Source: an optimization exercise on an open RTL-to-GDS flow (aim: small area and a short achievable clock period). Production flows keep margins and buffers that such runs may drop.
At most, simulation tests tie the RTL to the original design; equivalence was not proved.
No activity file was given, so power comes from the tool's default toggle rates.

## P
==> module alu, before the edit <==
module alu(
    input  [31:0] a,
    input  [31:0] b,
    input  [3:0]  aluc,
    output [31:0] r,
    output        zero,
    output        carry,
    output        negative,
    output        overflow
    );
    wire op_arith = (aluc[3:2] == 2'b00);             
    wire op_logic = (aluc[3:2] == 2'b01);             
    wire op_lui   = (aluc[3:1] == 3'b100);            
    wire op_slt   = (aluc[3:1] == 3'b101);            
    wire op_left  = (aluc[3:1] == 3'b111);            
    wire op_right = (aluc[3:1] == 3'b110);            
    wire op_sra   = (aluc == 4'b1100);
    wire        inv = ~aluc[2] & (aluc[0] | aluc[3]);
    wire [31:0] bx  = b ^ {32{inv}};
    wire [31:0] p   = a ^ bx;
    wire [31:0] g   = a & bx;
    wire [31:0] g0 = {g[31:1], g[0] | (p[0] & inv)};
    wire [31:0] g1, p1, g2, p2, g3, p3, g4, p4, g5, p5;
    sk_level #(0) u_l0 (.gi(g0), .pi(p),  .go(g1), .po(p1));
    sk_level #(1) u_l1 (.gi(g1), .pi(p1), .go(g2), .po(p2));
    sk_level #(2) u_l2 (.gi(g2), .pi(p2), .go(g3), .po(p3));
    sk_level #(3) u_l3 (.gi(g3), .pi(p3), .go(g4), .po(p4));
    sk_level #(4) u_l4 (.gi(g4), .pi(p4), .go(g5), .po(p5));
    wire [31:0] c    = {g5[30:0], inv};         
    wire [31:0] sum  = p ^ c;
    wire        cout = g5[31];
    wire [31:0] kz = {p[31:1] ~^ (g[30:0] | p[30:0]), p[0] ~^ inv};
    wire sum_zero  = &kz;
    wire lt_u = ~cout;
    wire lt_s = (a[31] ^ b[31]) ? a[31] : sum[31];
    wire lt   = aluc[0] ? lt_s : lt_u;
    wire t_and = op_logic & ~aluc[1];                 
    wire t_xor = op_logic & (aluc[1] ^ aluc[0]);      
    wire t_nor = op_logic & aluc[1] & aluc[0];        
    wire [31:0] lg = ({32{t_and}} & g) | ({32{t_xor}} & p) | ({32{t_nor}} & ~(g | p));
    wire [31:0] brev;
    genvar i;
    generate for (i = 0; i < 32; i = i + 1) begin : g_rev
        assign brev[i] = b[31 - i];
    end endgenerate
    wire        big  = |a[31:5];
    wire        fill = op_sra & b[31];
    wire [31:0] xs   = big ? {32{fill}} : (op_left ? brev : b);
    wire [32:0] y    = $signed({fill, xs, 1'b0}) >>> a[4:0];
    wire [31:0] yr   = y[32:1];
    wire [31:0] yl;
    generate for (i = 0; i < 32; i = i + 1) begin : g_rrev
        assign yl[i] = yr[31 - i];
    end endgenerate
    wire a_is32   = ~|a[31:6] & a[5] & ~|a[4:0];
    wire sh_carry = op_left ? (big ? (a_is32 & b[0]) : y[0]) : (~big & y[1]);
    wire [31:0] other = lg
                      | ({32{op_lui}}   & {b[15:0], 16'b0})
                      | ({32{op_right}} & yr)
                      | ({32{op_left}}  & yl);
    assign r = op_arith ? sum : (other | {31'b0, op_slt & lt});
    assign zero = (op_arith | op_slt) ? sum_zero : ~|other;
    assign negative = r[31] | (aluc == 4'b1011 & lt_s);
    assign carry = (aluc == 4'b0000 & cout)
                 | (aluc == 4'b0001 & ~cout)
                 | (aluc == 4'b1010 & lt_u)
                 | ((op_left | op_right) & sh_carry);
    assign overflow = (aluc == 4'b0010 & ((a[31] & b[31]) ^ (a[30] & b[30])))
                    | (aluc == 4'b0011 & (a[31] ^ b[31]) & (sum[31] ^ a[31]));
endmodule
export LEC_CHECK = 0
export ABC_AREA = 1
export CAP_MARGIN = 20
export CORE_MARGIN = 2
export CORE_UTILIZATION = 40
export SETUP_SLACK_MARGIN = 2.5
export SLEW_MARGIN = 20
create_clock -name core_clock -period 6.0 [get_ports {clk}]
standard.sh (not shown) runs the stock make flow with config.mk's settings and CLKGATE_MAP_FILE= SYNTH_SCRIPT=/design/flow/synth_recipe.tcl, a recipe that flattens the netlist after the stock synthesis.
==> flow/flow/run.sh <==
#!/bin/bash
# Layout flow: the standard synthesis, then the combinational logic is
# mapped again onto the standard cells with a delay-oriented ABC script (the
# registers, their names and cell types are kept as the standard synthesis
# made them), then the standard layout from floorplan to finish with
# buf_1 port buffers.
# Each tool's output goes to a log file of its own in this folder.
set -euo pipefail
here=$(pwd)
res=$here/orfs/results/${FLOW_PLATFORM}/alu_top/base
lib=$FLOW_HOME/platforms/${FLOW_PLATFORM}/lib/sky130_fd_sc_hd__tt_025C_1v80.lib
yosys_bin=$FLOW_HOME/../tools/install/yosys/bin/yosys
[[ -x $yosys_bin ]] || yosys_bin=yosys

# 1. standard synthesis
bash standard.sh synth > "$here/flow_synth.log" 2>&1

# 2. map the combinational logic again
cp "$res/1_2_yosys.v" "$here/standard_synth.v"
dont_use=""
for c in $(sed -n '/^export DONT_USE_CELLS/,/^#/p' "$FLOW_HOME/platforms/${FLOW_PLATFORM}/config.mk" | grep -o 'sky130_fd_sc_hd__[A-Za-z0-9_]*'); do
  dont_use="$dont_use -dont_use $c"
done
cat > "$here/remap.ys" <<EOS
read_liberty -ignore_miss_func $lib
read_verilog $here/standard_synth.v
hierarchy -top $FLOW_TOP
setattr -mod -set keep_hierarchy 1 sky130_fd_sc_hd__dfxtp_1
flatten
opt_clean -purge
abc -script $here/flow/remap.abc -liberty $lib $dont_use
opt_clean -purge
hilomap -singleton -hicell sky130_fd_sc_hd__conb_1 HI -locell sky130_fd_sc_hd__conb_1 LO
splitnets
opt_clean -purge
select $FLOW_TOP
tee -o $here/remap_stat.txt stat -liberty $lib
write_verilog -noattr -nohex -nodec -selected $here/remap.v
EOS
"$yosys_bin" -s "$here/remap.ys" > "$here/remap.log" 2>&1
cp "$here/remap.v" "$res/1_2_yosys.v"
rm -f "$res/1_synth.odb" "$res/1_synth.sdc"

# 3. standard layout on the new netlist
bash standard.sh "BUFFER_PORTS_ARGS=-buffer_cell sky130_fd_sc_hd__buf_1" finish > "$here/flow_finish.log" 2>&1
==> flow/flow/remap.abc <==
strash
 dch -f
 map
 topo
 stime -c
 buffer -c
 upsize -c
 dnsize -c
[inputs] Q vs P
==> flow/design.v, changed modules only <==
module alu(
    input  [31:0] a,
    input  [31:0] b,
    input  [3:0]  aluc,
    output [31:0] r,
    output        zero,
    output        carry,
    output        negative,
    output        overflow
    );
    wire op_arith = (aluc[3:2] == 2'b00);             
    wire op_logic = (aluc[3:2] == 2'b01);             
    wire op_lui   = (aluc[3:1] == 3'b100);            
    wire op_slt   = (aluc[3:1] == 3'b101);            
    wire op_left  = (aluc[3:1] == 3'b111);            
    wire op_right = (aluc[3:1] == 3'b110);            
    wire op_sra   = (aluc == 4'b1100);
    wire        inv = ~aluc[2] & (aluc[0] | aluc[3]);
    wire [31:0] bx  = b ^ {32{inv}};
    wire [31:0] p   = a ^ bx;
    wire [31:0] g   = a & bx;
    wire [31:0] g0 = {g[31:1], g[0] | (p[0] & inv)};
    wire [31:0] g1, p1, g2, p2, g3, p3, g4, p4, g5, p5;
    sk_level #(0) u_l0 (.gi(g0), .pi(p),  .go(g1), .po(p1));
    sk_level #(1) u_l1 (.gi(g1), .pi(p1), .go(g2), .po(p2));
    sk_level #(2) u_l2 (.gi(g2), .pi(p2), .go(g3), .po(p3));
    sk_level #(3) u_l3 (.gi(g3), .pi(p3), .go(g4), .po(p4));
    sk_level #(4) u_l4 (.gi(g4), .pi(p4), .go(g5), .po(p5));
    wire [31:0] c    = {g5[30:0], inv};         
    wire [31:0] sum  = p ^ c;
    wire        cout = g5[31];
    wire [31:0] kz = {p[31:1] ~^ (g[30:0] | p[30:0]), p[0] ~^ inv};
    wire sum_zero  = &kz;
    wire lt_u = ~cout;
    wire lt_s = (a[31] ^ b[31]) ? a[31] : sum[31];
    wire lt   = aluc[0] ? lt_s : lt_u;
    wire t_and = op_logic & ~aluc[1];                 
    wire t_xor = op_logic & (aluc[1] ^ aluc[0]);      
    wire t_nor = op_logic & aluc[1] & aluc[0];        
    wire [31:0] lg = ({32{t_and}} & g) | ({32{t_xor}} & p) | ({32{t_nor}} & ~(g | p));
    wire [31:0] brev;
    genvar i;
    generate for (i = 0; i < 32; i = i + 1) begin : g_rev
        assign brev[i] = b[31 - i];
    end endgenerate
    wire        big  = |a[31:5];
    wire        fill = op_sra & b[31];
    wire [31:0] xs   = op_left ? brev : b;
    wire [32:0] y    = $signed({fill, xs, 1'b0}) >>> a[4:0];
    wire [31:0] yr   = y[32:1];
    wire [31:0] yl;
    generate for (i = 0; i < 32; i = i + 1) begin : g_rrev
        assign yl[i] = yr[31 - i];
    end endgenerate
    wire a_is32   = ~|a[31:6] & a[5] & ~|a[4:0];
    wire sh_carry = op_left ? (big ? (a_is32 & b[0]) : y[0]) : (~big & y[1]);
    wire [31:0] other = lg
                      | ({32{op_lui}}   & {b[15:0], 16'b0})
                      | ({32{op_right}} & yr)
                      | ({32{op_left}}  & yl);
    wire kill = big & (op_left | op_right);
    wire [31:0] other_k = (other & {32{~kill}}) | {32{kill & fill}};
    assign r = op_arith ? sum : (other_k | {31'b0, op_slt & lt});
    assign zero = (op_arith | op_slt) ? sum_zero : kill ? ~fill : ~|other;
    assign negative = r[31] | (aluc == 4'b1011 & lt_s);
    assign carry = (aluc == 4'b0000 & cout)
                 | (aluc == 4'b0001 & ~cout)
                 | (aluc == 4'b1010 & lt_u)
                 | ((op_left | op_right) & sh_carry);
    assign overflow = (aluc == 4'b0010 & ((a[31] & b[31]) ^ (a[30] & b[30])))
                    | (aluc == 4'b0011 & (a[31] ^ b[31]) & (sum[31] ^ a[31]));
endmodule
Results
Diff P -> Q: total power saw an increase, non-clock buffer count fell by 11, aggregate global routing overflow closely matched the old numbers, met1 wire length decreased 2.3%.
Comparing setup slack for P and Q, the bigger number came from Q.
Maximum frequency from static timing analysis, P and Q, lower one = P.
Q vs. P: final area about even, core utilization fell 1.4 points.
The uppermost signal routing layer after detailed routing comes out met5 in one run and met4 in the other, namely in Q and P respectively.
[diff] netlist area before placement, Q relative to P: regression
[Q vs P] area overhead of the layout relative to synthesis: lower in Q
For Q, only the layout was checked, not whether the RTL still works.

[separate check: timing with driven ports]
How much do the figures lean on ideal ports? The routed layouts below were timed once more, with nothing changed but the port constraints. Step 1 (the two cells are an assumption about what drives the block):
set clk [get_ports {clk}]
set_driving_cell -lib_cell sky130_fd_sc_hd__clkbuf_16 $clk
set_driving_cell -lib_cell sky130_fd_sc_hd__buf_2 [delete_from_list [all_inputs] $clk]
Step 2 moves the port delays by t, midway between the first and last clock arrival at a register: inputs arrive t later, outputs are due t later. That takes back most of the time a late clock gives input paths. Slacks: no drivers / after step 1 / after step 2; pairs: no drivers / after step 1.
run	t (ns)	slack for setup (ns)	worst setup path at the end	slew at the worst register clock pin (ns)	worst data-port slew with drivers (ns)
P	0.423	2.540 / 2.540 / 2.540	register to register	0.11 / 0.11	0.05
Q	0.422	2.551 / 2.551 / 2.551	register to register	0.09 / 0.09	0.05
After both steps setup and hold are still met in every run listed.
